What follows belongs to an exercise in optimizing a design on an open flow for small area and a short achievable clock period; a production flow would make more cautious choices. Where RTL was checked, it was by simulation tests only, not by an equivalence proof against the original. Function not checked in run 1: the RTL went through the layout flow alone. No activity file was given, so power comes from the tool's default toggle rates.

==> flow/design.v (outline; a module is shown in full before it is edited, if it fits) <==
// module MULTI_32bit: 4055 lines
// module MULTI_32bit_fa: 6 lines
// module MULTI_32bit_enc: 7 lines
// module MULTI_32bit_enc2: 6 lines
// module MULTI_32bit_c42: 9 lines
// module MULTI_32bit_c42n: 8 lines
// module MULTI_32bit_pp: 5 lines
// module MULTI_32bit_xor: 5 lines
// module MULTI_32bit_and: 5 lines
// module MULTI_32bit_ha: 6 lines
module MULTI_32bit(clk, rst, A, B, F);
  // ...
==> flow/flow/run.sh <==
#!/bin/bash
# The standard layout, but with port buffers of a plain buffer cell
# (buffer_ports otherwise picks a delay cell, clkdlybuf4s50_1).
set -euo pipefail
export BUFFER_PORTS_ARGS="-buffer_cell sky130_fd_sc_hd__buf_4"
bash standard.sh > make_finish.log 2>&1
==> flow/standard.sh <==
#!/bin/bash
# synth_recipe.tcl (not shown) runs the flow's synth.tcl, then flattens the netlist and writes it again
# the make line also repeats each setting of config.mk as NAME=value (left out here)
make -C /OpenROAD-flow-scripts/flow DESIGN_CONFIG=/design/flow/config.mk WORK_HOME=/design/flow/orfs CLKGATE_MAP_FILE= SYNTH_SCRIPT=/design/flow/synth_recipe.tcl "${@:-finish}"
==> flow/config.mk <==
export PLATFORM = sky130hd
export DESIGN_NAME = MULTI_32bit
export DESIGN_NICKNAME = MULTI_32bit
export VERILOG_FILES = /design/flow/design.v
export SDC_FILE = /design/flow/constraint.sdc
export NUM_CORES = 4
export LEC_CHECK = 0
export ABC_CLOCK_PERIOD_IN_PS = 2500
export CAP_MARGIN = 20
export CORE_MARGIN = 2
export CORE_UTILIZATION = 40
export CTS_BUF_LIST = sky130_fd_sc_hd__clkbuf_16
export CTS_CLUSTER_DIAMETER = 80
export CTS_CLUSTER_SIZE = 30
export SETUP_SLACK_MARGIN = 4.5
export SLEW_MARGIN = 20
export SYNTH_HIERARCHICAL = 1
export SYNTH_MINIMUM_KEEP_SIZE = 0
==> flow/constraint.sdc <==
create_clock -name core_clock -period 7.0 [get_ports {clk}]
set_input_delay 1.4000 -clock core_clock [delete_from_list [all_inputs] [get_ports {clk}]]
set_output_delay 1.4000 -clock core_clock [all_outputs]
set_load 0.01 [all_outputs]
==> out/qor.txt, run 1 <==
layout cell share with drive strength beyond 1 -> 24.60%
Post-CTS Setup Bufs -> 21
reg2reg start -> r2_p10$_DFF_P_
final-report max-slew violation count -> 0
first-pass GRT wire length -> 90.73 mm
hold_ws -> 332.6 ps
largest buffer count on any clock path -> 3
area occupied by multi-input gates -> 15250 sq um
PostCTS Resize Cnt -> 214
GR Overflow Total -> 0
initial detailed-routing violation count -> 1107
DR pass1 iterations -> 5
DP Worst Slack -> 3258 ps
Sw Share -> 40.57%
Area growth syn-to-layout -> 20.02%
CP startpoint -> r2_p10$_DFF_P_
count of final hold-check violations -> 0
Num CTS Buffers -> 26
Via density -> 5.341
CTS Sinks -> 397
Critical Path, Cell by Cell -> nand4_1 -> nor3_2 -> o31ai_4 -> buf_6 -> o211a_4 -> o211a_4 -> o21a_4 -> o211ai_4 -> buf_12 -> buf_16 -> mux2_4
CTS tree -> done
combinational power -> 7.33 mW
CP Class -> register to register
met2 Usage GRT -> 33.41%
RSZ-0062 raised after global routing -> yes
CP top delay family -> compound AO/OA/AOI/OAI gates
most frequent cells in the layout -> dfxtp_1, xor2_1, a22o_1
Initial Util -> 40.63%
period utilization -> 39.66%
max cap viols -> 0
commonest non-fill, non-tap cell in the layout -> dfxtp_1
core area -> 55420 sq um
outcome -> finished clean
Setup crit end -> F[15]$_DFF_P_
Final Core Density -> 48.77%
largest net degree at the start of global routing -> 38
Sum Neg Setup Slack -> 0 ps
CP peak stage delay -> 370 ps
slew margin rel. -> 61.69%
Well Taps -> 748
Biggest consumer -> combinational logic
==> inputs of run 2 (changes only) <==
--- a/flow/design.v
+++ b/flow/design.v
@@ -541,25 +541,16 @@
   reg r2_h40;
   reg r2_h41;
   reg r2_h42;
   reg r2_h43;
   reg r2_h44;
   reg r2_h45;
   reg r2_h46;
   reg r2_h47;
-  reg r2_g0;
-  reg r2_g1;
-  reg r2_g2;
-  reg r2_g3;
-  reg r2_g4;
-  reg r2_g5;
-  reg r2_g6;
-  reg r2_g7;
-  reg r2_g8;
   reg r2_g9;
   reg r2_g10;
   reg r2_g11;
   reg r2_g12;
   reg r2_g13;
   reg r2_g14;
   reg r2_g15;
   reg r2_g16;
@@ -589,25 +580,16 @@
   reg r2_g40;
   reg r2_g41;
   reg r2_g42;
   reg r2_g43;
   reg r2_g44;
   reg r2_g45;
   reg r2_g46;
   reg r2_g47;
-  reg r2_p1;
-  reg r2_p2;
-  reg r2_p3;
-  reg r2_p4;
-  reg r2_p5;
-  reg r2_p6;
-  reg r2_p7;
-  reg r2_p8;
-  reg r2_p9;
   reg r2_p10;
   reg r2_p11;
   reg r2_p12;
   reg r2_p13;
   reg r2_p14;
   reg r2_p15;
   reg r2_p16;
   reg r2_p17;
@@ -639,26 +621,17 @@
     r2_h40 <= h1376;
     r2_h41 <= h1378;
     r2_h42 <= h1380;
     r2_h43 <= h1382;
     r2_h44 <= h1384;
     r2_h45 <= h1386;
     r2_h46 <= h1388;
     r2_h47 <= h1390;
-    r2_g0 <= g1297;
-    r2_g1 <= g1299;
-    r2_g2 <= g1301;
-    r2_g3 <= g1303;
-    r2_g4 <= g1305;
-    r2_g5 <= g1307;
-    r2_g6 <= g1309;
-    r2_g7 <= g1311;
-    r2_g8 <= g1313;
-    r2_g9 <= g1315;
+    r2_g9 <= lowsum[10];
     r2_g10 <= g1317;
     r2_g11 <= g1319;
     r2_g12 <= g1321;
     r2_g13 <= g1323;
     r2_g14 <= g1325;
     r2_g15 <= g1327;
     r2_g16 <= g1329;
     r2_g17 <= g1331;
@@ -687,25 +660,16 @@
     r2_g40 <= g1377;
     r2_g41 <= g1379;
     r2_g42 <= g1381;
     r2_g43 <= g1383;
     r2_g44 <= g1385;
     r2_g45 <= g1387;
     r2_g46 <= g1389;
     r2_g47 <= g1391;
-    r2_p1 <= h1298;
-    r2_p2 <= h1300;
-    r2_p3 <= h1302;
-    r2_p4 <= h1304;
-    r2_p5 <= h1306;
-    r2_p6 <= h1308;
-    r2_p7 <= h1310;
-    r2_p8 <= h1312;
-    r2_p9 <= h1314;
     r2_p10 <= h1316;
     r2_p11 <= h1318;
     r2_p12 <= h1320;
     r2_p13 <= h1322;
     r2_p14 <= h1324;
     r2_p15 <= h1326;
     r2_p16 <= h1328;
     r2_p17 <= h1330;
@@ -2101,16 +2065,17 @@
   wire h1384;
   wire g1385;
   wire h1386;
   wire g1387;
   wire h1388;
   wire g1389;
   wire h1390;
   wire g1391;
+  wire [10:0] lowsum;
   wire G1392;
   wire G1393;
   wire P1394;
   wire G1395;
   wire P1396;
   wire G1397;
   wire P1398;
   wire G1399;
@@ -2901,35 +2866,36 @@
   assign s910 = ~(A[22] ^ pp702);
   assign c911 = A[22] | pp702;
   assign s1294 = ~(r1_c47_0 ^ r1_c47_2);
   assign c1295 = r1_c47_0 | r1_c47_2;
   assign h1298 = r1_c1_0 ^ 1'b0;
   assign g1299 = r1_c1_0 & 1'b0;
   assign h1300 = r1_c2_0 ^ 1'b0;
   assign g1301 = r1_c2_0 & 1'b0;
-  assign G1392 = r2_g1 | (r2_p1 & r2_g0);
-  assign G1393 = r2_g2 | (r2_p2 & r2_g1);
-  assign P1394 = r2_p2 & r2_p1;
-  assign G1395 = r2_g3 | (r2_p3 & r2_g2);
-  assign P1396 = r2_p3 & r2_p2;
-  assign G1397 = r2_g4 | (r2_p4 & r2_g3);
-  assign P1398 = r2_p4 & r2_p3;
-  assign G1399 = r2_g5 | (r2_p5 & r2_g4);
-  assign P1400 = r2_p5 & r2_p4;
-  assign G1401 = r2_g6 | (r2_p6 & r2_g5);
-  assign P1402 = r2_p6 & r2_p5;
-  assign G1403 = r2_g7 | (r2_p7 & r2_g6);
-  assign P1404 = r2_p7 & r2_p6;
-  assign G1405 = r2_g8 | (r2_p8 & r2_g7);
-  assign P1406 = r2_p8 & r2_p7;
-  assign G1407 = r2_g9 | (r2_p9 & r2_g8);
-  assign P1408 = r2_p9 & r2_p8;
+  assign lowsum = {1'b0, c1217, c1215, c1213, c1211, c1209, c1207, s1206, r1_c2_0, r1_c1_0, r1_c0_0} + {1'b0, s1218, s1216, s1214, s1212, s1210, s1208, r1_c3_2, 1'b0, 1'b0, r1_c0_1};
+  assign G1392 = 1'b0 | (1'b0 & 1'b0);
+  assign G1393 = 1'b0 | (1'b0 & 1'b0);
+  assign P1394 = 1'b0 & 1'b0;
+  assign G1395 = 1'b0 | (1'b0 & 1'b0);
+  assign P1396 = 1'b0 & 1'b0;
+  assign G1397 = 1'b0 | (1'b0 & 1'b0);
+  assign P1398 = 1'b0 & 1'b0;
+  assign G1399 = 1'b0 | (1'b0 & 1'b0);
+  assign P1400 = 1'b0 & 1'b0;
+  assign G1401 = 1'b0 | (1'b0 & 1'b0);
+  assign P1402 = 1'b0 & 1'b0;
+  assign G1403 = 1'b0 | (1'b0 & 1'b0);
+  assign P1404 = 1'b0 & 1'b0;
+  assign G1405 = 1'b0 | (1'b0 & 1'b0);
+  assign P1406 = 1'b0 & 1'b0;
+  assign G1407 = r2_g9 | (1'b0 & 1'b0);
+  assign P1408 = 1'b0 & 1'b0;
   assign G1409 = r2_g10 | (r2_p10 & r2_g9);
-  assign P1410 = r2_p10 & r2_p9;
+  assign P1410 = r2_p10 & 1'b0;
   assign G1411 = r2_g11 | (r2_p11 & r2_g10);
   assign P1412 = r2_p11 & r2_p10;
   assign G1413 = r2_g12 | (r2_p12 & r2_g11);
   assign P1414 = r2_p12 & r2_p11;
   assign G1415 = r2_g13 | (r2_p13 & r2_g12);
   assign P1416 = r2_p13 & r2_p12;
   assign G1417 = r2_g14 | (r2_p14 & r2_g13);
   assign P1418 = r2_p14 & r2_p13;
@@ -2994,17 +2960,17 @@
   assign G1477 = r2_g44 | (r2_h44 & r2_g43);
   assign P1478 = r2_h44 & r2_h43;
   assign G1479 = r2_g45 | (r2_h45 & r2_g44);
   assign P1480 = r2_h45 & r2_h44;
   assign G1481 = r2_g46 | (r2_h46 & r2_g45);
   assign P1482 = r2_h46 & r2_h45;
   assign G1483 = r2_g47 | (r2_h47 & r2_g46);
   assign P1484 = r2_h47 & r2_h46;
-  assign G1485 = G1393 | (P1394 & r2_g0);
+  assign G1485 = G1393 | (P1394 & 1'b0);
   assign G1486 = G1395 | (P1396 & G1392);
   assign G1487 = G1397 | (P1398 & G1393);
   assign P1488 = P1398 & P1394;
   assign G1489 = G1399 | (P1400 & G1395);
   assign P1490 = P1400 & P1396;
   assign G1491 = G1401 | (P1402 & G1397);
   assign P1492 = P1402 & P1398;
   assign G1493 = G1403 | (P1404 & G1399);
@@ -3084,17 +3050,17 @@
   assign G1567 = G1477 | (P1478 & G1473);
   assign P1568 = P1478 & P1474;
   assign G1569 = G1479 | (P1480 & G1475);
   assign P1570 = P1480 & P1476;
   assign G1571 = G1481 | (P1482 & G1477);
   assign P1572 = P1482 & P1478;
   assign G1573 = G1483 | (P1484 & G1479);
   assign P1574 = P1484 & P1480;
-  assign G1575 = G1487 | (P1488 & r2_g0);
+  assign G1575 = G1487 | (P1488 & 1'b0);
   assign G1576 = G1489 | (P1490 & G1392);
   assign G1577 = G1491 | (P1492 & G1485);
   assign G1578 = G1493 | (P1494 & G1486);
   assign G1579 = G1495 | (P1496 & G1487);
   assign P1580 = P1496 & P1488;
   assign G1581 = G1497 | (P1498 & G1489);
   assign P1582 = P1498 & P1490;
   assign G1583 = G1499 | (P1500 & G1491);
@@ -3168,17 +3134,17 @@
   assign G1651 = G1567 | (P1568 & G1559);
   assign P1652 = P1568 & P1560;
   assign G1653 = G1569 | (P1570 & G1561);
   assign P1654 = P1570 & P1562;
   assign G1655 = G1571 | (P1572 & G1563);
   assign P1656 = P1572 & P1564;
   assign G1657 = G1573 | (P1574 & G1565);
   assign P1658 = P1574 & P1566;
-  assign G1659 = G1579 | (P1580 & r2_g0);
+  assign G1659 = G1579 | (P1580 & 1'b0);
   assign G1660 = G1581 | (P1582 & G1392);
   assign G1661 = G1583 | (P1584 & G1485);
   assign G1662 = G1585 | (P1586 & G1486);
   assign G1663 = G1587 | (P1588 & G1575);
   assign G1664 = G1589 | (P1590 & G1576);
   assign G1665 = G1591 | (P1592 & G1577);
   assign G1666 = G1593 | (P1594 & G1578);
   assign G1667 = G1595 | (P1596 & G1579);
@@ -3240,17 +3206,17 @@
   assign G1723 = G1651 | (P1652 & G1635);
   assign P1724 = P1652 & P1636;
   assign G1725 = G1653 | (P1654 & G1637);
   assign P1726 = P1654 & P1638;
   assign G1727 = G1655 | (P1656 & G1639);
   assign P1728 = P1656 & P1640;
   assign G1729 = G1657 | (P1658 & G1641);
   assign P1730 = P1658 & P1642;
-  assign G1731 = G1667 | (P1668 & r2_g0);
+  assign G1731 = G1667 | (P1668 & 1'b0);
   assign G1732 = G1669 | (P1670 & G1392);
   assign G1733 = G1671 | (P1672 & G1485);
   assign G1734 = G1673 | (P1674 & G1486);
   assign G1735 = G1675 | (P1676 & G1575);
   assign G1736 = G1677 | (P1678 & G1576);
   assign G1737 = G1679 | (P1680 & G1577);
   assign G1738 = G1681 | (P1682 & G1578);
   assign G1739 = G1683 | (P1684 & G1659);
@@ -3288,17 +3254,17 @@
   assign G1771 = G1723 | (P1724 & G1691);
   assign P1772 = P1724 & P1692;
   assign G1773 = G1725 | (P1726 & G1693);
   assign P1774 = P1726 & P1694;
   assign G1775 = G1727 | (P1728 & G1695);
   assign P1776 = P1728 & P1696;
   assign G1777 = G1729 | (P1730 & G1697);
   assign P1778 = P1730 & P1698;
-  assign G1779 = G1747 | (P1748 & r2_g0);
+  assign G1779 = G1747 | (P1748 & 1'b0);
   assign G1780 = G1749 | (P1750 & G1392);
   assign G1781 = G1751 | (P1752 & G1485);
   assign G1782 = G1753 | (P1754 & G1486);
   assign G1783 = G1755 | (P1756 & G1575);
   assign G1784 = G1757 | (P1758 & G1576);
   assign G1785 = G1759 | (P1760 & G1577);
   assign G1786 = G1761 | (P1762 & G1578);
   assign G1787 = G1763 | (P1764 & G1659);
--- a/flow/config.mk
+++ b/flow/config.mk
@@ -7,12 +7,12 @@
 export LEC_CHECK = 0
 export ABC_CLOCK_PERIOD_IN_PS = 2500
 export CAP_MARGIN = 20
 export CORE_MARGIN = 2
 export CORE_UTILIZATION = 40
 export CTS_BUF_LIST = sky130_fd_sc_hd__clkbuf_16
 export CTS_CLUSTER_DIAMETER = 80
 export CTS_CLUSTER_SIZE = 30
-export SETUP_SLACK_MARGIN = 4.5
+export SETUP_SLACK_MARGIN = 4.3
 export SLEW_MARGIN = 20
 export SYNTH_HIERARCHICAL = 1
 export SYNTH_MINIMUM_KEEP_SIZE = 0
==> out/qor.txt, run 2 <==
outcome -> finished clean (unchanged)
wire per inst -> 21.96 um (was 21.51 um)
Psw -> 4.908 mW (was 5.159 mW)
Worst Path Max Fanout -> 37 (was 6)
Sum Neg Setup Slack -> 0 ps (unchanged)
worst skew pair latency -> 570 ps (was 600 ps)
Clock Pin Slew Worst Setup and Hold Paths -> 100 ps (about the same)
Comb power frac -> 58.0% (was 57.6%)
antenna violations before repair -> 2 (was 0)
CTS Sinks -> 381 (was 397)
filler cell count -> 4884 (was 4887)
Area growth syn-to-layout -> 14.83% (was 20.02%)
CP startpoint -> B[3] (was r2_p10$_DFF_P_)
number of placement rows -> 85 (was 86)
Sw Share -> 41.17% (was 40.57%)
Detail Route Antenna Nets -> 0 (unchanged)
H-tree Lvls -> 1 (unchanged)
Die W -> 238.5 um (was 241.3 um)
final wirelength -> 57.99 mm (was 59.55 mm)
Largest Register -> F (unchanged)
vias in the first global route -> 14960 (was 15390)
nets -> 2314 (was 2379)
Flop pwr share -> 29.0% (was 28.6%)
CP top delay family -> compound AO/OA/AOI/OAI gates (unchanged)
Int Power -> 7.012 mW (was 7.557 mW)
reg2reg start -> r2_g9$_DFF_P_ (was r2_p10$_DFF_P_)
fmax -> 373.3 MHz (was 360.2 MHz)
Clock Skew -> 22.08 ps (was 23.11 ps)
Peak VDD IR -> 0.3033 mV (was 0.2752 mV)
largest net degree at the start of global routing -> 38 (unchanged)
CP Class -> input port to register (was register to register)
Hold WC Path Type -> register to register (unchanged)
largest registers -> F: 32 flops, r1_e: 8 flops, r2_e: 8 flops (unchanged)
slew margin rel. -> 55.07% (was 61.69%)
vias post-DR -> 14330 (was 14790)
drt drc -> 0 (unchanged)
Gate Count Post-Synth -> 1848 (was 1904)
Syn Std Cell Area -> 21990 sq um (was 22520 sq um)
Buf/Inv on CP -> 1 (was 3)
DR pass1 iterations -> 6 (was 5)
largest buffer count on any clock path -> 3 (unchanged)
count of final hold-check violations -> 0 (unchanged)
CP arrival -> 3110 ps (was 3250 ps)
IO buf count -> 96 (unchanged)
Leak Pwr -> 10.75 nW (was 11.14 nW)
FF/Latch Area -> 7636 sq um (was 8018 sq um)
clock share of power -> 13.0% (was 13.7%)
commonest non-fill, non-tap cell in the layout -> dfxtp_1 (unchanged)
GRT Total Usage -> 20.50% (was 20.60%)
hold path start -> r1_e[3]$_DFF_P_ (was r1_s$_DFF_P_)
core area -> 54130 sq um (was 55420 sq um)
Num CTS Buffers -> 23 (was 26)
Pwr Density -> 472.1 nW/um^2 (was 470.6 nW/um^2)
Mean Syn Cell Area -> 11.90 sq um (was 11.83 sq um)
max cap viols -> 0 (unchanged)
RePlAce Congestion -> 0.8532 (was 0.8482)
period utilization -> 38.27% (was 39.66%)
endpoints failing setup -> 0 (unchanged)
WP data required -> 7430 ps (was 7470 ps)
max FFs per register -> 32 (unchanged)
CTS tree -> done (unchanged)
GR Overflow Total -> 0 (unchanged)
die area -> 56860 sq um (was 58210 sq um)
most frequent cells in the layout -> dfxtp_1, xor2_1, a22o_1 (unchanged)
HPWL Detailed -> 43.69 mm (was 44.59 mm)
Final Core Density -> 46.64% (was 48.77%)
CP peak stage delay -> 460 ps (was 370 ps)
CP max-delay cell -> fa_1 (was dfxtp_2)
Tmin final -> 2679 ps (was 2776 ps)
Via density -> 5.425 (was 5.341)
Initial Util -> 40.62% (was 40.63%)
area occupied by multi-input gates -> 14450 sq um (was 15250 sq um)
RSZ-0062 raised after global routing -> yes (unchanged)
Slew @ Worst Pin -> 673.4 ps (was 574.2 ps)
CTS Root Cell -> clkbuf_16 (unchanged)
first-pass GRT wire length -> 88.73 mm (was 90.73 mm)
critical path launch point type -> input port (was register)
initial detailed-routing violation count -> 1173 (was 1107)
Ports -> 98 (unchanged)
layout cell share with drive strength beyond 1 -> 13.53% (was 24.60%)
Syn Nets -> 2233 (was 2282)
Critical Path, Cell by Cell -> buf_6 -> nand2_1 -> o22ai_2 -> a22o_1 -> fa_1 (was nand4_1 -> nor3_2 -> o31ai_4 -> buf_6 -> o211a_4 -> o211a_4 -> o21a_4 -> o211ai_4 -> buf_12 -> buf_16 -> mux2_4)
Ys Warns -> 7 (unchanged)
Chip Height -> 238.5 um (was 241.3 um)
final-report max-slew violation count -> 0 (unchanged)
CP endpoint kind -> register (unchanged)
-- run 2: power by group through the flow --
stage | Combinational, mW | Sequential (mW) | Clock, mW
floorplan | 4.47 | 3.37 | 0
global placement | 6.30 | 3.48 | 0
detailed placement | 6.44 | 3.49 | 0
CTS | 6.64 | 3.45 | 1.60
global route | 7.69 | 3.53 | 1.66
finish | 6.91 | 3.46 | 1.55
-- run 2: final cells by class --
| cell class | instances | area share, % |
|---|---|---|
| clock buffer | 23 | 2.280 |
| inverter | 91 | 1.393 |
| multi-input combinational | 1311 | 57.24 |
| clock inverter | 17 | 0.9614 |
| tap | 696 | 3.449 |
| timing repair buffer | 121 | 4.425 |
| antenna | 1 | 0.009911 |
| sequential | 381 | 30.24 |
-- run 2: what timing repair did --
action,4_1_cts,5_1_grt
hold buffers,0,0
buffers inserted,4,17
pin swaps,4,14
resized for setup,59,58
cloned,2,2
endpoints found under the setup margin,171,108
-- run 2: layer usage --
layer	track usage [%]	wire length, um	vias to the layer above
met5	0	0	-
met4	5.530	1726	0
met3	3.540	3821	86
met2	31.85	25370	518
met1	29.51	27070	7196
li1	-	-	6528
-- run 2: stage by stage --
step	area (sq um)	hold slack, ps	std cells	setup slack, ps	power [mW]
after global routing	25250	329.2	2640	4210	12.88
after floorplan	22480	309.6	1848	4116	7.843
final	25250	322.7	2641	4321	11.92
after detailed placement	23480	313.5	2575	3207	9.928
after global placement	23470	311.4	2575	3183	9.781
after CTS	24770	330.1	2621	4216	11.69
-- run 2: final timing paths --
kind / end / slack, ps / cells after the start
hold / removal: r2_e[3]$_DFF_P_ / 320 / 0
setup reg to reg: F[29]$_DFF_P_ / 4330 / 11
hold reg to reg: r2_e[3]$_DFF_P_ / 320 / 0
setup / recovery: r1_c23_4$_DFF_P_ / 4320 / 5
-- run 2: worst reg2reg max path: stages (launching register included) --
cell	delay (ps)
dfxtp_2	340
a211oi_4	230
buf_6	160
o21ai_4	90
a311oi_4	330
a211oi_2	150
or2_1	280
a311oi_4	340
buf_12	180
nand4_1	130
or2_1	240
xnor2_1	120
==> inputs of run 3 (changes only) <==
--- a/flow/config.mk
+++ b/flow/config.mk
@@ -8,11 +8,11 @@
 export ABC_CLOCK_PERIOD_IN_PS = 2500
 export CAP_MARGIN = 20
 export CORE_MARGIN = 2
-export CORE_UTILIZATION = 40
+export CORE_UTILIZATION = 50
 export CTS_BUF_LIST = sky130_fd_sc_hd__clkbuf_16
 export CTS_CLUSTER_DIAMETER = 80
 export CTS_CLUSTER_SIZE = 30
-export SETUP_SLACK_MARGIN = 4.3
+export SETUP_SLACK_MARGIN = 4.35
 export SLEW_MARGIN = 20
 export SYNTH_HIERARCHICAL = 1
 export SYNTH_MINIMUM_KEEP_SIZE = 0
==> out/qor.txt, run 3 <==
Ports -> 98 (unchanged)
Peak VDD IR -> 0.3612 mV (was 0.3033 mV)
Num CTS Buffers -> 27 (was 23)
slew margin rel. -> 58.44% (was 55.07%)
GR Overflow Total -> 0 (unchanged)
R2R setup slack -> 4280 ps (was 4330 ps)
final-report max-slew violation count -> 0 (unchanged)
Antenna Cells -> 0 (was 1)
die area -> 45670 sq um (was 56860 sq um)
largest net degree at the start of global routing -> 38 (unchanged)
Mean Syn Cell Area -> 11.90 sq um (unchanged)
CP startpoint -> r2_g9$_DFF_P_ (was B[3])
count of final hold-check violations -> 0 (unchanged)
Gate Count Post-Synth -> 1848 (unchanged)
Chip Height -> 213.7 um (was 238.5 um)
Syn Std Cell Area -> 21990 sq um (unchanged)
commonest non-fill, non-tap cell in the layout -> dfxtp_1 (unchanged)
period utilization -> 38.91% (was 38.27%)
endpoints failing setup -> 0 (unchanged)
Ys Warns -> 7 (unchanged)
reg2reg start -> r2_g9$_DFF_P_ (unchanged)
Worst Path Max Fanout -> 5 (was 37)
GRT Total Usage -> 25.53% (was 20.50%)
HPWL Detailed -> 43.14 mm (was 43.69 mm)
H-tree Lvls -> 1 (unchanged)
IO buf count -> 96 (unchanged)
RePlAce Congestion -> 0.8546 (was 0.8532)
CTS Root Cell -> clkbuf_16 (unchanged)
power consumption -> 12.17 mW (was 11.92 mW)
first-pass GRT wire length -> 86.71 mm (was 88.73 mm)
CTS Sinks -> 381 (unchanged)
Slew @ Worst Pin -> 622.8 ps (was 673.4 ps)
Leak Pwr -> 10.93 nW (was 10.75 nW)
WP data required -> 7480 ps (was 7430 ps)
number of placement rows -> 76 (was 85)
RSZ-0062 raised after global routing -> yes (unchanged)
Sum Neg Setup Slack -> 0 ps (unchanged)
CP Class -> register to register (was input port to register)
CP endpoint kind -> register (unchanged)
vias post-DR -> 14460 (was 14330)
worst skew pair latency -> 590 ps (was 570 ps)
# hold bufs at CTS -> 0 (unchanged)
largest buffer count on any clock path -> 3 (unchanged)
wire per inst -> 22.47 um (was 21.96 um)
Largest Register -> F (unchanged)
initial detailed-routing violation count -> 965 (was 1173)
antenna violations before repair -> 1 (was 2)
Setup crit end -> F[14]$_DFF_P_ (was r1_c23_4$_DFF_P_)
Via density -> 5.680 (was 5.425)
largest registers -> F: 32 flops, r1_e: 8 flops, r2_e: 8 flops (unchanged)
nets -> 2325 (was 2314)
reg2reg end -> F[14]$_DFF_P_ (was F[29]$_DFF_P_)
Clock Skew -> 18.85 ps (was 22.08 ps)
Tmin final -> 2723 ps (was 2679 ps)
CP arrival -> 3200 ps (was 3110 ps)
Clock Pin Slew Worst Setup and Hold Paths -> 100 ps (about the same)
max FFs per register -> 32 (unchanged)
most frequent cells in the layout -> dfxtp_1, xor2_1, a22o_1 (unchanged)
fmax -> 367.2 MHz (was 373.3 MHz)
Detail Route Antenna Nets -> 0 (unchanged)
final wirelength -> 57.18 mm (was 57.99 mm)
Area growth syn-to-layout -> 16.24% (was 14.83%)
DR pass1 iterations -> 7 (was 6)
Die W -> 213.7 um (was 238.5 um)
core area -> 43270 sq um (was 54130 sq um)
hold_ws -> 332.8 ps (was 322.7 ps)
R2R depth -> 11 (unchanged)
Syn Nets -> 2233 (unchanged)
critical path launch point type -> register (was input port)
outcome -> finished clean (unchanged)
Pwr Density -> 476.1 nW/um^2 (was 472.1 nW/um^2)
max cap viols -> 0 (unchanged)
Initial Util -> 50.82% (was 40.62%)
drt drc -> 0 (unchanged)
layout cell share with drive strength beyond 1 -> 15.31% (was 13.53%)
Hold WC Path Type -> register to register (unchanged)
vias in the first global route -> 14690 (was 14960)
CTS tree -> done (unchanged)
[run 3: final cells by class]
type / instances / area [sq um]
clock inverter: 22 / 296.5
clock buffer: 27 / 675.6
timing repair buffer: 128 / 1267
tap: 585 / 732.0
sequential: 381 / 7634
multi-input combinational: 1311 / 14600
inverter: 91 / 354.1
fill: 3612 / 17710
[run 3: worst max-delay path, cell delays in order, from the launching register on]
cell and delay [ps]:
dfxtp_2 350, a211oi_4 370, o21ai_4 120, a311oi_2 270, buf_4 190, a211oi_4 80, or2_4 270, a311oi_4 270
buf_4 170, buf_6 110, buf_16 120, mux2_4 290
[run 3: metal layers]
layer  global-route usage [%]  wire [um]  part of all wire (%)  vias to the layer above
li1                         -          -                     -                     6554
met1                    37.00      26150                    46                     7300
met2                    39.99      25510                    45                      523
met3                    3.837       3975                   7.0                       79
met4                    7.112       1534                   2.7                        0
met5                        0          0                     0                        -
[run 3: through the flow]
stage	cell area, sq um	utilization [%]	setup WS (ps)	instances
global placement	23490	54.29	3344	2464
finish	25560	59.07	4277	2545
global route	25560	59.07	4211	2545
CTS	24940	57.63	4305	2525
detailed placement	23490	54.29	3373	2464
floorplan	22850	-	4116	1848
[run 3: what timing repair did]
item | in CTS | in global routing
setup endpoints to repair | 146 | 119
resized for setup | 60 | 71
pin swaps | 9 | 19
cloned | 1 | 3
buffers inserted | 11 | 17
[run 3: where the power goes]
group | internal [mW] | switching, mW | total, mW
clock | 0.816 | 0.924 | 1.74
combinational | 3.44 | 3.55 | 7.00
sequential | 2.99 | 0.442 | 3.43
total | 7.25 | 4.92 | 12.2
[run 3: worst min-delay path by stage]
stage                          startpoint         endpoint  slack, ps  depth (start not counted)
after floorplan              r2_s$_DFF_P_    F[31]$_DFF_P_        310                          0
after global routing         r1_s$_DFF_P_     r2_s$_DFF_P_        340                          0
after CTS                    r1_s$_DFF_P_     r2_s$_DFF_P_        330                          0
after global placement    r1_e[1]$_DFF_P_  r2_e[1]$_DFF_P_        310                          0
after detailed placement     r2_s$_DFF_P_    F[31]$_DFF_P_        310                          0
final                        r1_s$_DFF_P_     r2_s$_DFF_P_        330                          0
==> inputs of run 4 (changes only) <==
--- a/flow/config.mk
+++ b/flow/config.mk
@@ -12,7 +12,7 @@
 export CTS_BUF_LIST = sky130_fd_sc_hd__clkbuf_16
 export CTS_CLUSTER_DIAMETER = 80
 export CTS_CLUSTER_SIZE = 30
-export SETUP_SLACK_MARGIN = 4.35
+export SETUP_SLACK_MARGIN = 4.25
 export SLEW_MARGIN = 20
 export SYNTH_HIERARCHICAL = 1
 export SYNTH_MINIMUM_KEEP_SIZE = 0
==> out/qor.txt, run 4 <==
vias in the first global route -> 14530 (was 14690)
# hold bufs at CTS -> 0 (unchanged)
RePlAce Congestion -> 0.8565 (was 0.8546)
nets -> 2309 (was 2325)
FF/Latch Area -> 7644 sq um (was 7634 sq um)
fmax -> 368.9 MHz (was 367.2 MHz)
DR pass1 iterations -> 5 (was 7)
most frequent cells in the layout -> dfxtp_1, xor2_1, a22o_1 (unchanged)
reg2reg end -> r2_h34$_DFF_P_ (was F[14]$_DFF_P_)
slew margin rel. -> 53.22% (was 58.44%)
Syn Std Cell Area -> 21990 sq um (unchanged)
area occupied by multi-input gates -> 14280 sq um (was 14600 sq um)
GR Overflow Total -> 0 (unchanged)
wire per inst -> 22.26 um (was 22.47 um)
Gate Count Post-Synth -> 1848 (unchanged)
GRT Total Usage -> 25.37% (was 25.53%)
core area -> 43270 sq um (unchanged)
hold path endpoint -> F[31]$_DFF_P_ (was r2_s$_DFF_P_)
endpoints failing setup -> 0 (unchanged)
final wirelength -> 56.27 mm (was 57.18 mm)
Pwr Density -> 478.8 nW/um^2 (was 476.1 nW/um^2)
R2R depth -> 5 (was 11)
CP arrival -> 3160 ps (was 3200 ps)
max FFs per register -> 32 (unchanged)
CTS Sinks -> 381 (unchanged)
outcome -> finished clean (unchanged)
final-report max-slew violation count -> 0 (unchanged)
reg2reg start -> r1_c33_0$_DFF_P_ (was r2_g9$_DFF_P_)
Detail Route Antenna Nets -> 0 (unchanged)
antenna violations before repair -> 0 (was 1)
worst skew pair latency -> 590 ps (about the same)
Clock Skew -> 19.20 ps (was 18.85 ps)
Ports -> 98 (unchanged)
Sum Neg Setup Slack -> 0 ps (unchanged)
largest buffer count on any clock path -> 3 (unchanged)
Hold Path Depth -> 0 (unchanged)
Worst Path Max Fanout -> 37 (was 5)
CP endpoint kind -> register (unchanged)
Largest Register -> F (unchanged)
layout cell share with drive strength beyond 1 -> 13.48% (was 15.31%)
period utilization -> 38.73% (was 38.91%)
Hold WC Path Type -> register to register (unchanged)
CTS Root Cell -> clkbuf_16 (unchanged)
initial detailed-routing violation count -> 1141 (was 965)
first-pass GRT wire length -> 86.26 mm (was 86.71 mm)
Antenna Cells -> 0 (unchanged)
CP startpoint -> B[13] (was r2_g9$_DFF_P_)
filler cell count -> 3652 (was 3612)
Tmin final -> 2711 ps (was 2723 ps)
Area growth syn-to-layout -> 13.35% (was 16.24%)
HPWL Detailed -> 43.14 mm (about the same)
RSZ-0062 raised after global routing -> yes (unchanged)
Slew @ Worst Pin -> 701.1 ps (was 622.8 ps)
count of final hold-check violations -> 0 (unchanged)
Die W -> 213.7 um (unchanged)
drt drc -> 0 (unchanged)
Mean Syn Cell Area -> 11.90 sq um (unchanged)
Num CTS Buffers -> 25 (was 27)
Syn Nets -> 2233 (unchanged)
hold_ws -> 331.9 ps (was 332.8 ps)
Clock Pin Slew Worst Setup and Hold Paths -> 90 ps (was 100 ps)
WP data required -> 7450 ps (was 7480 ps)
CTS tree -> done (unchanged)
vias post-DR -> 14200 (was 14460)
CP Class -> input port to register (was register to register)
max cap viols -> 0 (unchanged)
Via density -> 5.616 (was 5.680)
commonest non-fill, non-tap cell in the layout -> dfxtp_1 (unchanged)
Initial Util -> 50.82% (unchanged)
Leak Pwr -> 10.74 nW (was 10.93 nW)
Chip Height -> 213.7 um (unchanged)
IO buf count -> 96 (unchanged)
hold path start -> r2_s$_DFF_P_ (was r1_s$_DFF_P_)
R2R setup slack -> 4310 ps (was 4280 ps)
die area -> 45670 sq um (unchanged)
Ys Warns -> 7 (unchanged)
H-tree Lvls -> 1 (unchanged)
largest registers -> F: 32 flops, r1_e: 8 flops, r2_e: 8 flops (unchanged)
critical path launch point type -> input port (was register)
largest net degree at the start of global routing -> 38 (unchanged)
Peak VDD IR -> 0.3375 mV (was 0.3612 mV)
number of placement rows -> 76 (unchanged)
run 4: per-stage QoR:
stage / std cells / setup slack, ps / utilization (%) / total power, mW / cell area (sq um)
CTS: 2523 / 4186 / 57.22 / 11.87 / 24760
detailed placement: 2467 / 3183 / 53.80 / 9.933 / 23280
global route: 2528 / 4208 / 57.60 / 12.91 / 24920
global placement: 2467 / 3190 / 53.80 / 9.768 / 23280
finish: 2528 / 4289 / 57.60 / 11.93 / 24920
floorplan: 1848 / 4116 / - / 7.834 / 22300
run 4: final cells by class:
class,instances,area share [%]
Clock buffer,25,2.510
Tap cell,585,2.937
Sequential cell,381,30.67
Clock inverter,21,1.255
Multi-Input combinational cell,1310,57.30
Timing Repair Buffer,115,3.916
Inverter,91,1.411
run 4: worst max-delay path, stage by stage:
cell	delay (ps)
buf_6	390
xor2_2	610
a22o_1	270
fa_1	450
run 4: power by group:
group | total, mW | leakage, nW | switching (mW) | internal (mW)
Clock | 1.67 | 0.450 | 0.926 | 0.743
Sequential | 3.45 | 3.20 | 0.451 | 3.00
Combinational | 6.81 | 7.09 | 3.53 | 3.28
Total | 11.9 | 10.7 | 4.91 | 7.02
run 4: how the worst max path moves through the flow:
stage	end	slack [ps]	cells after the start
4_1_cts	F[29]$_DFF_P_	4190	11
3_5_place_dp	r1_c28_6$_DFF_P_	3180	4
3_3_place_gp	r1_c28_6$_DFF_P_	3190	4
6_report	r1_c18_5$_DFF_P_	4290	4
5_1_grt	F[29]$_DFF_P_	4210	11
2_1_floorplan	r1_e[7]$_DFF_P_	4120	9
run 4: metal layers:
| layer | GRT usage [%] | vias to the layer above | wire length (um) |
|---|---|---|---|
| met5 | 0 | - | 0 |
| met4 | 4.598 | 0 | 995 |
| met3 | 3.574 | 52 | 3362 |
| met2 | 40.73 | 479 | 25740 |
| met1 | 37.10 | 7149 | 26170 |
| li1 | - | 6518 | - |
run 4: what timing repair did:
action,in CTS,in global routing
cloned,1,0
resized for setup,77,34
pin swaps,7,10
endpoints found under the setup margin,157,80
buffers inserted,9,5
==> inputs of run 5 (changes only) <==
--- a/flow/config.mk
+++ b/flow/config.mk
@@ -12,7 +12,7 @@
 export CTS_BUF_LIST = sky130_fd_sc_hd__clkbuf_16
 export CTS_CLUSTER_DIAMETER = 80
 export CTS_CLUSTER_SIZE = 30
-export SETUP_SLACK_MARGIN = 4.25
+export SETUP_SLACK_MARGIN = 4.3
 export SLEW_MARGIN = 20
 export SYNTH_HIERARCHICAL = 1
 export SYNTH_MINIMUM_KEEP_SIZE = 0
==> out/qor.txt, run 5 <==
H-tree Lvls -> 1 (unchanged)
Tmin final -> 2674 ps (was 2711 ps)
CTS tree -> done (unchanged)
vias post-DR -> 14260 (was 14200)
Hold WC Path Type -> register to register (unchanged)
RePlAce Congestion -> 0.8698 (was 0.8565)
R2R depth -> 12 (was 5)
final-report max-slew violation count -> 0 (unchanged)
GRT Total Usage -> 25.08% (was 25.37%)
largest registers -> F: 32 flops, r1_e: 8 flops, r2_e: 8 flops (unchanged)
fmax -> 374.0 MHz (was 368.9 MHz)
period utilization -> 38.20% (was 38.73%)
CTS Root Cell -> clkbuf_16 (unchanged)
filler cell count -> 3666 (was 3652)
first-pass GRT wire length -> 85.73 mm (was 86.26 mm)
Pwr Density -> 466.8 nW/um^2 (was 478.8 nW/um^2)
max cap viols -> 0 (unchanged)
Initial Util -> 50.82% (unchanged)
IO buf count -> 96 (unchanged)
Syn Std Cell Area -> 21990 sq um (unchanged)
layout cell share with drive strength beyond 1 -> 13.34% (was 13.48%)
Gate Count Post-Synth -> 1848 (unchanged)
GR Overflow Total -> 0 (unchanged)
Leak Pwr -> 10.75 nW (was 10.74 nW)
max FFs per register -> 32 (unchanged)
Largest Register -> F (unchanged)
CP endpoint kind -> register (unchanged)
number of placement rows -> 76 (unchanged)
CP Class -> input port to register (unchanged)
WP data required -> 7440 ps (was 7450 ps)
commonest non-fill, non-tap cell in the layout -> dfxtp_1 (unchanged)
Post-DP Area -> 23330 sq um (was 23280 sq um)
Syn Nets -> 2233 (unchanged)
final wirelength -> 56.21 mm (was 56.27 mm)
# hold bufs at CTS -> 0 (unchanged)
slew margin rel. -> 55.89% (was 53.22%)
RSZ-0062 raised after global routing -> yes (unchanged)
Clock Skew -> 28.93 ps (was 19.20 ps)
Via density -> 5.624 (was 5.616)
nets -> 2316 (was 2309)
count of final hold-check violations -> 0 (unchanged)
wire per inst -> 22.17 um (was 22.26 um)
core area -> 43270 sq um (unchanged)
drt drc -> 0 (unchanged)
outcome -> finished clean (unchanged)
design area -> 25120 sq um (was 24920 sq um)
worst skew pair latency -> 590 ps (about the same)
Ys Warns -> 7 (unchanged)
HPWL Detailed -> 42.76 mm (was 43.14 mm)
vias in the first global route -> 14540 (was 14530)
Chip Height -> 213.7 um (unchanged)
critical path launch point type -> input port (unchanged)
largest net degree at the start of global routing -> 38 (unchanged)
Mean Syn Cell Area -> 11.90 sq um (unchanged)
Hold Path Depth -> 0 (unchanged)
Sum Neg Setup Slack -> 0 ps (unchanged)
R2R setup slack -> 4350 ps (was 4310 ps)
Slew @ Worst Pin -> 660.0 ps (was 701.1 ps)
antenna violations before repair -> 2 (was 0)
Detail Route Antenna Nets -> 0 (unchanged)
initial detailed-routing violation count -> 984 (was 1141)
Die W -> 213.7 um (unchanged)
CP arrival -> 3110 ps (was 3160 ps)
Worst Path Max Fanout -> 35 (was 37)
endpoints failing setup -> 0 (unchanged)
most frequent cells in the layout -> dfxtp_1, xor2_1, a22o_1 (unchanged)
Num CTS Buffers -> 24 (was 25)
DR pass1 iterations -> 7 (was 5)
Peak VDD IR -> 0.2970 mV (was 0.3375 mV)
CTS Sinks -> 381 (unchanged)
Ports -> 98 (unchanged)
die area -> 45670 sq um (unchanged)
Area growth syn-to-layout -> 14.23% (was 13.35%)
Clock Pin Slew Worst Setup and Hold Paths -> 90 ps (about the same)
largest buffer count on any clock path -> 3 (unchanged)
## run 5: layout make-up
cell class,instances,area [sq um],area share [%]
Multi-Input combinational cell,1310,14380,57.26
Sequential cell,381,7630,30.38
Timing Repair Buffer,123,1149,4.573
Tap cell,585,732.0,2.914
Clock buffer,24,600.6,2.391
Inverter,91,351.6,1.400
Clock inverter,20,267.8,1.066
Antenna cell,2,5.005,0.01993
## run 5: metrics by stage
step	hold slack (ps)	cells	utilization, %	setup WS, ps	total power [mW]
final	332.3	2536	58.05	4326	11.72
after global routing	339.9	2535	58.04	4276	12.69
after CTS	327.8	2513	57.01	4212	11.64
after detailed placement	314.3	2464	53.93	3239	9.891
after global placement	311.5	2464	53.93	3265	9.731
after floorplan	309.6	1848	-	4116	7.843
## run 5: power by group
group / total [mW] / internal (mW) / switching (mW)
Combinational: 6.70 / 3.23 / 3.46
Clock: 1.59 / 0.699 / 0.891
Sequential: 3.44 / 2.99 / 0.446
Total: 11.7 / 6.92 / 4.80
## run 5: final timing paths
check                          end             from
setup / recovery  r1_c18_3$_DFF_P_             B[1]
hold / removal     r2_e[0]$_DFF_P_  r1_e[0]$_DFF_P_
setup reg to reg     F[29]$_DFF_P_   r2_p10$_DFF_P_
hold reg to reg    r2_e[0]$_DFF_P_  r1_e[0]$_DFF_P_
## run 5: critical path: stages
cell,delay [ps]
buf_6,360
inv_8,70
nor2_4,520
a22o_1,250
fa_1,460
## run 5: timing repair
item	4_1_cts	5_1_grt
pin swaps	8	18
setup buffers	4	20
resized for setup	60	35
cloned	1	1
setup endpoints to repair	166	101
## run 5: per-layer routing
layer | vias to the layer above | routed length, um | track usage [%]
met5 | - | 0 | 0
met3 | 75 | 3536 | 3.500
li1 | 6541 | - | -
met4 | 0 | 1568 | 7.184
met1 | 7183 | 26330 | 36.81
met2 | 463 | 24780 | 38.87

==> separate check: timing with driven ports <==
In the flow no input, the clock included, has a driving cell. The finished layouts below were timed again as built, in two steps. Step 1 assumes that a clkbuf_16 drives the clock port and a buf_2 every other input. Step 2 adds t to the input delays and takes it off the output delays; t is the mean of the earliest and latest rising clock arrival at the registers after step 1. Input paths then give back, and output paths get back, about the clock's delay inside the block. Slacks: ideal / step 1 / step 2; pairs: ideal / step 1.
run | shift t [ns] | setup slack, ns | worst setup path at the end | worst data-port slew with drivers (ns) | cell pins on the clock port's net
run 1 | 0.643 | 4.224 / 4.224 / 3.839 | input to register | 0.08 | 1
run 2 | 0.621 | 4.321 / 4.327 / 3.720 | input to register | 0.07 | 1
run 3 | 0.630 | 4.277 / 4.277 / 3.767 | input to register | 0.07 | 1
run 4 | 0.645 | 4.289 / 4.313 / 3.669 | input to register | 0.07 | 1
run 5 | 0.633 | 4.326 / 4.349 / 3.717 | input to register | 0.09 | 1
After both steps setup and hold are still met in every run listed. For run 4, which loses most, drivers alone change the setup slack by +0.024 ns; drivers and shift together by -0.620 ns.
